Source: an optimization exercise on an open RTL-to-GDS flow (aim: small area). Production flows keep margins and buffers that such runs may drop. Where RTL was checked, it was by simulation tests only, not by an equivalence proof against the original.

== oak ==
// fir
module fir(
    input clk,
    input rst,
    input signed [15:0] x_in,
    output reg signed [31:0] y_out
);
Size in the first run: ~1000 cells after synthesis, ~50 I/O pins.
export LEC_CHECK = 0
export CAP_MARGIN = 20
export CORE_MARGIN = 2
export CORE_UTILIZATION = 60
export CTS_BUF_LIST = sky130_fd_sc_hd__clkbuf_8
export CTS_CLUSTER_DIAMETER = 70
export CTS_CLUSTER_SIZE = 18
export PLACE_DENSITY = 0.75
export SLEW_MARGIN = 20
export SYNTH_HIERARCHICAL = 1
export SYNTH_MINIMUM_KEEP_SIZE = 0
create_clock -name core_clock -period 12.0 [get_ports {clk}]
standard.sh (not shown) runs the stock make flow with config.mk's settings and CLKGATE_MAP_FILE= SYNTH_SCRIPT=/design/flow/synth_recipe.tcl, a recipe that flattens the netlist after the stock synthesis.
==> flow/flow/run.sh <==
#!/bin/bash
# Own flow: the standard layout (standard.sh) with two changes:
#  - the port buffers that global placement inserts are the smallest buffer
#    cell (buf_1) instead of the default choice;
#  - clock tree synthesis does not add dummy loads.
set -euo pipefail
export BUFFER_PORTS_ARGS="-buffer_cell sky130_fd_sc_hd__buf_1"
export CTS_ARGS="-sink_clustering_enable -repair_clock_nets -sink_clustering_size 18 -sink_clustering_max_diameter 70 -buf_list sky130_fd_sc_hd__clkbuf_8 -dont_use_dummy_load"
bash standard.sh > standard.log 2>&1
oak completed; timing, DRC and antenna clean
Setup changes, oak to pine
Settings: PLACE_DENSITY changed from 0.75 to 0.85; CORE_UTILIZATION changed from 60 to 70.
--- outcome ---
In pine relative to oak, number of placement rows had gone down by a little under 10%. oak → pine: initial core utilization climbed 10 points; first-iteration DRC count picked up an extra 166; full die area lower. Delta (pine minus oak): total clock buffers created by CTS fell 2, total of max-cap violations about even.
No functional check of the RTL was part of any run of this note.

========
== wip/umber ==
Another version of the RTL of fir (not shown whole).
Size in the first run: about 1100 cells after synthesis, about 290 flip-flops, about 50 I/O pins, roughly 0.020 mm^2 of cells after synthesis.
Settings: LEC_CHECK=0, CAP_MARGIN=20, CORE_MARGIN=2, CORE_UTILIZATION=60, CTS_BUF_LIST=sky130_fd_sc_hd__clkbuf_8, CTS_CLUSTER_DIAMETER=70, CTS_CLUSTER_SIZE=18, PLACE_DENSITY=0.75, SLEW_MARGIN=20, SYNTH_HIERARCHICAL=1, SYNTH_MINIMUM_KEEP_SIZE=0; clock period 12.0 ns.
run.sh (not shown) runs the stock make flow with config.mk's settings and CLKGATE_MAP_FILE= SYNTH_SCRIPT=/design/flow/synth_recipe.tcl, a recipe that flattens the netlist after the stock synthesis.
Stock flow here: none of the scripts above is used.
### wip/umber -> wip/lagoon
--- a/flow/config.mk
+++ b/flow/config.mk
@@ -12,2 +12,2 @@
-export CTS_CLUSTER_DIAMETER = 70
-export CTS_CLUSTER_SIZE = 18
+export CTS_CLUSTER_DIAMETER = 60
+export CTS_CLUSTER_SIZE = 16
### Flow results
wip/umber and wip/lagoon all finish clean. wip/lagoon vs wip/umber, instance count: wip/lagoon higher. Going from wip/umber to wip/lagoon, the met2 routed wirelength was found to have gone down by about 0.3%. wip/lagoon falls short of wip/umber in total wire length. Diff wip/umber..wip/lagoon | number of sequential cells in the layout | unchanged. The via count of the routed design of wip/lagoon and that of wip/umber are within noise of each other.
No functional check of the RTL was part of any run of this note.

========
before:
Another version of the RTL of fir (not shown whole).
Size in the first run: about 290 flip-flops, about 0.019 sq mm of cells after synthesis.
## fir
module fir(
    input clk,
    input rst,
    input signed [15:0] x_in,
    output reg signed [31:0] y_out
);
    reg [15:0] r0;
    reg [15:0] r1;
    reg [15:0] r2;
    reg [15:0] r3;
    reg [15:0] r4;
    reg [15:0] r5;
    reg [15:0] r6;
    reg [15:0] r7;
    reg [15:0] r8;
    reg [15:0] r9;
    reg [15:0] r10;
    reg [15:0] r11;
    reg [15:0] r12;
    reg [15:0] r13;
    reg [15:0] r14;
    reg [15:0] r15;
    wire n1, n2;
    ha un1 (.a(r1[0]), .b(r15[0]), .s(n1), .co(n2));
    wire n3, n4;
    fa un3 (.a(r1[1]), .b(r15[1]), .c(n2), .s(n3), .co(n4));
    wire n5, n6;
    fa un5 (.a(r1[2]), .b(r15[2]), .c(n4), .s(n5), .co(n6));
    wire n7, n8;
    fa un7 (.a(r1[3]), .b(r15[3]), .c(n6), .s(n7), .co(n8));
    wire n9, n10;
    fa un9 (.a(r1[4]), .b(r15[4]), .c(n8), .s(n9), .co(n10));
    wire n11, n12;
    fa un11 (.a(r1[5]), .b(r15[5]), .c(n10), .s(n11), .co(n12));
    wire n13, n14;
    fa un13 (.a(r1[6]), .b(r15[6]), .c(n12), .s(n13), .co(n14));
    wire n15, n16;
    fa un15 (.a(r1[7]), .b(r15[7]), .c(n14), .s(n15), .co(n16));
    wire n17, n18;
    fa un17 (.a(r1[8]), .b(r15[8]), .c(n16), .s(n17), .co(n18));
    wire n19, n20;
    fa un19 (.a(r1[9]), .b(r15[9]), .c(n18), .s(n19), .co(n20));
    wire n21, n22;
    fa un21 (.a(r1[10]), .b(r15[10]), .c(n20), .s(n21), .co(n22));
    wire n23, n24;
    fa un23 (.a(r1[11]), .b(r15[11]), .c(n22), .s(n23), .co(n24));
    wire n25, n26;
    fa un25 (.a(r1[12]), .b(r15[12]), .c(n24), .s(n25), .co(n26));
  ...
==> flow/config.mk <==
export PLATFORM = sky130hd
export DESIGN_NAME = fir
export DESIGN_NICKNAME = fir
export VERILOG_FILES = /design/flow/design.v
export SDC_FILE = /design/flow/constraint.sdc
export NUM_CORES = 4
export LEC_CHECK = 0
export CAP_MARGIN = 20
export CORE_MARGIN = 2
export CORE_UTILIZATION = 60
export CTS_BUF_LIST = sky130_fd_sc_hd__clkbuf_8
export CTS_CLUSTER_DIAMETER = 70
export CTS_CLUSTER_SIZE = 18
export PLACE_DENSITY = 0.75
export SLEW_MARGIN = 20
export SYNTH_HIERARCHICAL = 1
export SYNTH_MINIMUM_KEEP_SIZE = 0
==> flow/constraint.sdc <==
create_clock -name core_clock -period 12.0 [get_ports {clk}]
set_input_delay 2.4000 -clock core_clock [delete_from_list [all_inputs] [get_ports {clk}]]
set_output_delay 2.4000 -clock core_clock [all_outputs]
set_load 0.01 [all_outputs]
standard.sh (not shown) runs the stock make flow with config.mk's settings and CLKGATE_MAP_FILE= SYNTH_SCRIPT=/design/flow/synth_recipe.tcl, a recipe that flattens the netlist after the stock synthesis.
Scripts as last shown in full above: flow/flow/run.sh
diff inputs: before => after
- CORE_UTILIZATION: 60 -> 70
- PLACE_DENSITY: 0.75 -> 0.85
Going from before to after, total vias in the final route higher; per-cell routed wire length went up; cell area after layout down about 1.6%; routing usage on met2 up 7.2 points. Comparing after and before, the lower post-layout utilization of the core was measured on before. Max maximum frequency across after and before: before. There was hardly any difference in area of the mapped netlist between after and before. In the tables for after and before, worst setup margin reads higher with before.
Function was not checked in any run of this note: the RTL went through the layout flow alone.

========
indigo:
Another version of the RTL of fir (not shown whole).
For scale: roughly 1100 cells after synthesis, roughly 290 flip-flops, roughly 50 I/O pins.
// fir
module fir(
    input clk,
    input rst,
    input signed [15:0] x_in,
    output reg signed [31:0] y_out
);
clock: 12.0 ns
lec_check: 0
cap_margin: 8
core_margin: 2
core_utilization: 60
cts_buf_list: sky130_fd_sc_hd__clkbuf_8
cts_cluster_diameter: 70
cts_cluster_size: 18
place_density: 0.75
slew_margin: 8
synth_hierarchical: 1
synth_minimum_keep_size: 0
Scripts as last shown in full above: flow/flow/run.sh
The inputs of pepper differ from those of indigo as listed below.
Settings: CAP_MARGIN now 0, was 8; SLEW_MARGIN now 0, was 8.
==> comparison <==
- Fraction of synthesized cell area in xor and xnor cells came out exactly the same in indigo and pepper.
- Between pepper and indigo, the maximum number of pins on one net before global-route repair figures differ only marginally.
- Worst slack on hold paths: indigo vs pepper identical
- Per the comparison of pepper with indigo, die area was more or less identical; cell count was more or less identical.
- Comparing pepper against indigo, there is no change at all in mean post-synth cell area.
- Changes observed in pepper relative to indigo: fraction of area in multi-input gates about even, met3 global-route usage held.
[inputs] cedar vs pepper
Settings: CAP_MARGIN: 0 -> 20; GPL_TIMING_DRIVEN: unset -> 0; SLEW_MARGIN: 0 -> 20.
Notes after the runs:
On proportion of cell area occupied by registers: between cedar and pepper, it ends up lower for cedar.
Going from pepper to cedar, post-cts gate resize count saw an increase; met1 routed wirelength after detailed routing shows an increase of 350 µm; total vias in the final route went down 138.
r6[0] as the critical path launch point was reported by pepper, and r4[0] by cedar.
### cedar -> quartz
Settings: removing GPL_TIMING_DRIVEN (formerly 0).
Results
Run comparison: quartz launching instance or port of the critical path r6[0]; cedar launching instance or port of the critical path r4[0]. Going from cedar to quartz, critical path depth shows a reduction of 1, worst setup slack after layout shows an increase of 12 ps. Comparing quartz and cedar, the higher number of optimization iterations in the first detailed-route pass was measured on quartz. Compared with cedar, quartz shows a lower tightest hold margin. Comparing quartz and cedar, the lower growth of design area from synthesis to finish is on quartz. Share of the clock period used by the worst path after layout of cedar is on par with quartz. Non-filler instance count after layout across quartz and cedar: no real change.

========
Setup of north:
fir again, from the RTL that the note above started with.
// fir
module fir(
    input clk,
    input rst,
    input signed [15:0] x_in,
    output reg signed [31:0] y_out
);
export LEC_CHECK = 0
export CAP_MARGIN = 20
export CORE_MARGIN = 2
export CORE_UTILIZATION = 60
export CTS_BUF_LIST = sky130_fd_sc_hd__clkbuf_8
export CTS_CLUSTER_DIAMETER = 70
export CTS_CLUSTER_SIZE = 18
export PLACE_DENSITY = 0.75
export SLEW_MARGIN = 20
export SYNTH_HIERARCHICAL = 1
export SYNTH_MINIMUM_KEEP_SIZE = 0
create_clock -name core_clock -period 12.0 [get_ports {clk}]
==> flow/flow/run.sh <==
#!/bin/bash
# Own flow: the standard layout (standard.sh) with two changes:
#  - the port buffers that global placement inserts are the smallest buffer
#    cell (buf_1) instead of the default choice;
#  - clock tree synthesis does not add dummy loads.
set -euo pipefail
export BUFFER_PORTS_ARGS="-buffer_cell sky130_fd_sc_hd__buf_1"
export CTS_ARGS="-sink_clustering_enable -repair_clock_nets -sink_clustering_size 12 -sink_clustering_max_diameter 50 -buf_list {sky130_fd_sc_hd__clkbuf_4 sky130_fd_sc_hd__clkbuf_8} -dont_use_dummy_load"
bash standard.sh > standard.log 2>&1
Both conditions hold for north: the flow ran to the end and the final layout passed the timing, design-rule and antenna checks.
For south, these inputs were changed with respect to north:
Settings: changing CTS_CLUSTER_DIAMETER from 70 to 80; changing CTS_CLUSTER_SIZE from 18 to 22.
--- a/flow/flow/run.sh
+++ b/flow/flow/run.sh
@@ -8 +8 @@
-export CTS_ARGS="-sink_clustering_enable -repair_clock_nets -sink_clustering_size 12 -sink_clustering_max_diameter 50 -buf_list {sky130_fd_sc_hd__clkbuf_4 sky130_fd_sc_hd__clkbuf_8} -dont_use_dummy_load"
+export CTS_ARGS="-sink_clustering_enable -repair_clock_nets -sink_clustering_size 22 -sink_clustering_max_diameter 80 -buf_list sky130_fd_sc_hd__clkbuf_8 -dont_use_dummy_load"
Results
- south completed; timing, DRC and antenna clean
- Delta (south minus north): final hold slack went down 24 ps, critical path depth went down 1.
- The endpoint of the worst setup timing path comes out y_out[31] in one run and y_out[30] in the other, namely in south and north respectively.
- The launching instance or port of the critical path comes out r3[0] in one run and r6[0] in the other, namely in north and south respectively.
--- input diff south..east ---
Settings: a change of CORE_UTILIZATION from 60 to 70; a change of CTS_CLUSTER_SIZE from 22 to 18; a change of CTS_CLUSTER_DIAMETER from 80 to 70; a change of PLACE_DENSITY from 0.75 to 0.85.
--- a/flow/flow/run.sh
+++ b/flow/flow/run.sh
@@ -8 +8 @@
-export CTS_ARGS="-sink_clustering_enable -repair_clock_nets -sink_clustering_size 22 -sink_clustering_max_diameter 80 -buf_list sky130_fd_sc_hd__clkbuf_8 -dont_use_dummy_load"
+export CTS_ARGS="-sink_clustering_enable -repair_clock_nets -sink_clustering_size 18 -sink_clustering_max_diameter 70 -buf_list sky130_fd_sc_hd__clkbuf_8 -dont_use_dummy_load"
### Flow results
- The wire length of the first global-routing pass of east was superior to that of south.
- east against south: worst hold-check slack rose by 24 ps, critical path depth rose by 1, wire length fell by 1500 µm.
- Delta (east minus south): via count rose by 0.53%; full die area dropped 0.0047 mm².
- Higher cell area goes to south over east.

[static timing again, ports no longer ideal]
The flow's constraints put no driver on any port. The routed layouts listed below were extracted and timed again, unchanged, in two steps. Step 1, drivers: a clkbuf_16 drives clk and a buf_2 each remaining input, both assumed. Step 2 moves the port delays by t, midway between the first and last clock arrival at a register: inputs arrive t later, outputs are due t later. That takes back most of the time a late clock gives input paths. Three values: no drivers, after step 1, after step 2; two values: the first two.
run | t, ns | setup WS [ns] | hold slack, ns | worst setup path at the end | clock arrival spread, ns
oak | 0.597 | 0.280 / 0.281 / 0.281 | 0.300 / 0.300 / 0.300 | register to register | 0.079 / 0.080
pine | 0.593 | 0.188 / 0.188 / 0.188 | 0.320 / 0.320 / 0.320 | register to register | 0.065 / 0.064
wip/umber | 0.645 | 0.426 / 0.426 / 0.426 | 0.337 / 0.337 / 0.337 | register to register | 0.072 / 0.072
wip/lagoon | 0.652 | 0.415 / 0.415 / 0.415 | 0.350 / 0.350 / 0.350 | register to register | 0.032 / 0.032
before | 0.603 | 0.282 / 0.282 / 0.282 | 0.328 / 0.328 / 0.328 | register to register | 0.059 / 0.059
after | 0.591 | 0.221 / 0.221 / 0.221 | 0.335 / 0.335 / 0.335 | register to register | 0.057 / 0.057
indigo | 0.605 | 0.275 / 0.275 / 0.275 | 0.346 / 0.346 / 0.346 | register to register | 0.057 / 0.057
pepper | 0.605 | 0.275 / 0.275 / 0.275 | 0.346 / 0.346 / 0.346 | register to register | 0.057 / 0.057
cedar | 0.608 | 0.263 / 0.263 / 0.263 | 0.355 / 0.355 / 0.355 | register to register | 0.056 / 0.056
quartz | 0.605 | 0.275 / 0.275 / 0.275 | 0.346 / 0.346 / 0.346 | register to register | 0.057 / 0.057
north | 0.636 | 0.312 / 0.312 / 0.312 | 0.338 / 0.338 / 0.338 | register to register | 0.038 / 0.038
south | 0.587 | 0.305 / 0.305 / 0.305 | 0.314 / 0.314 / 0.314 | register to register | 0.079 / 0.079
east | 0.591 | 0.273 / 0.273 / 0.273 | 0.338 / 0.338 / 0.338 | register to register | 0.051 / 0.050
After both steps setup and hold are still met in every run listed.
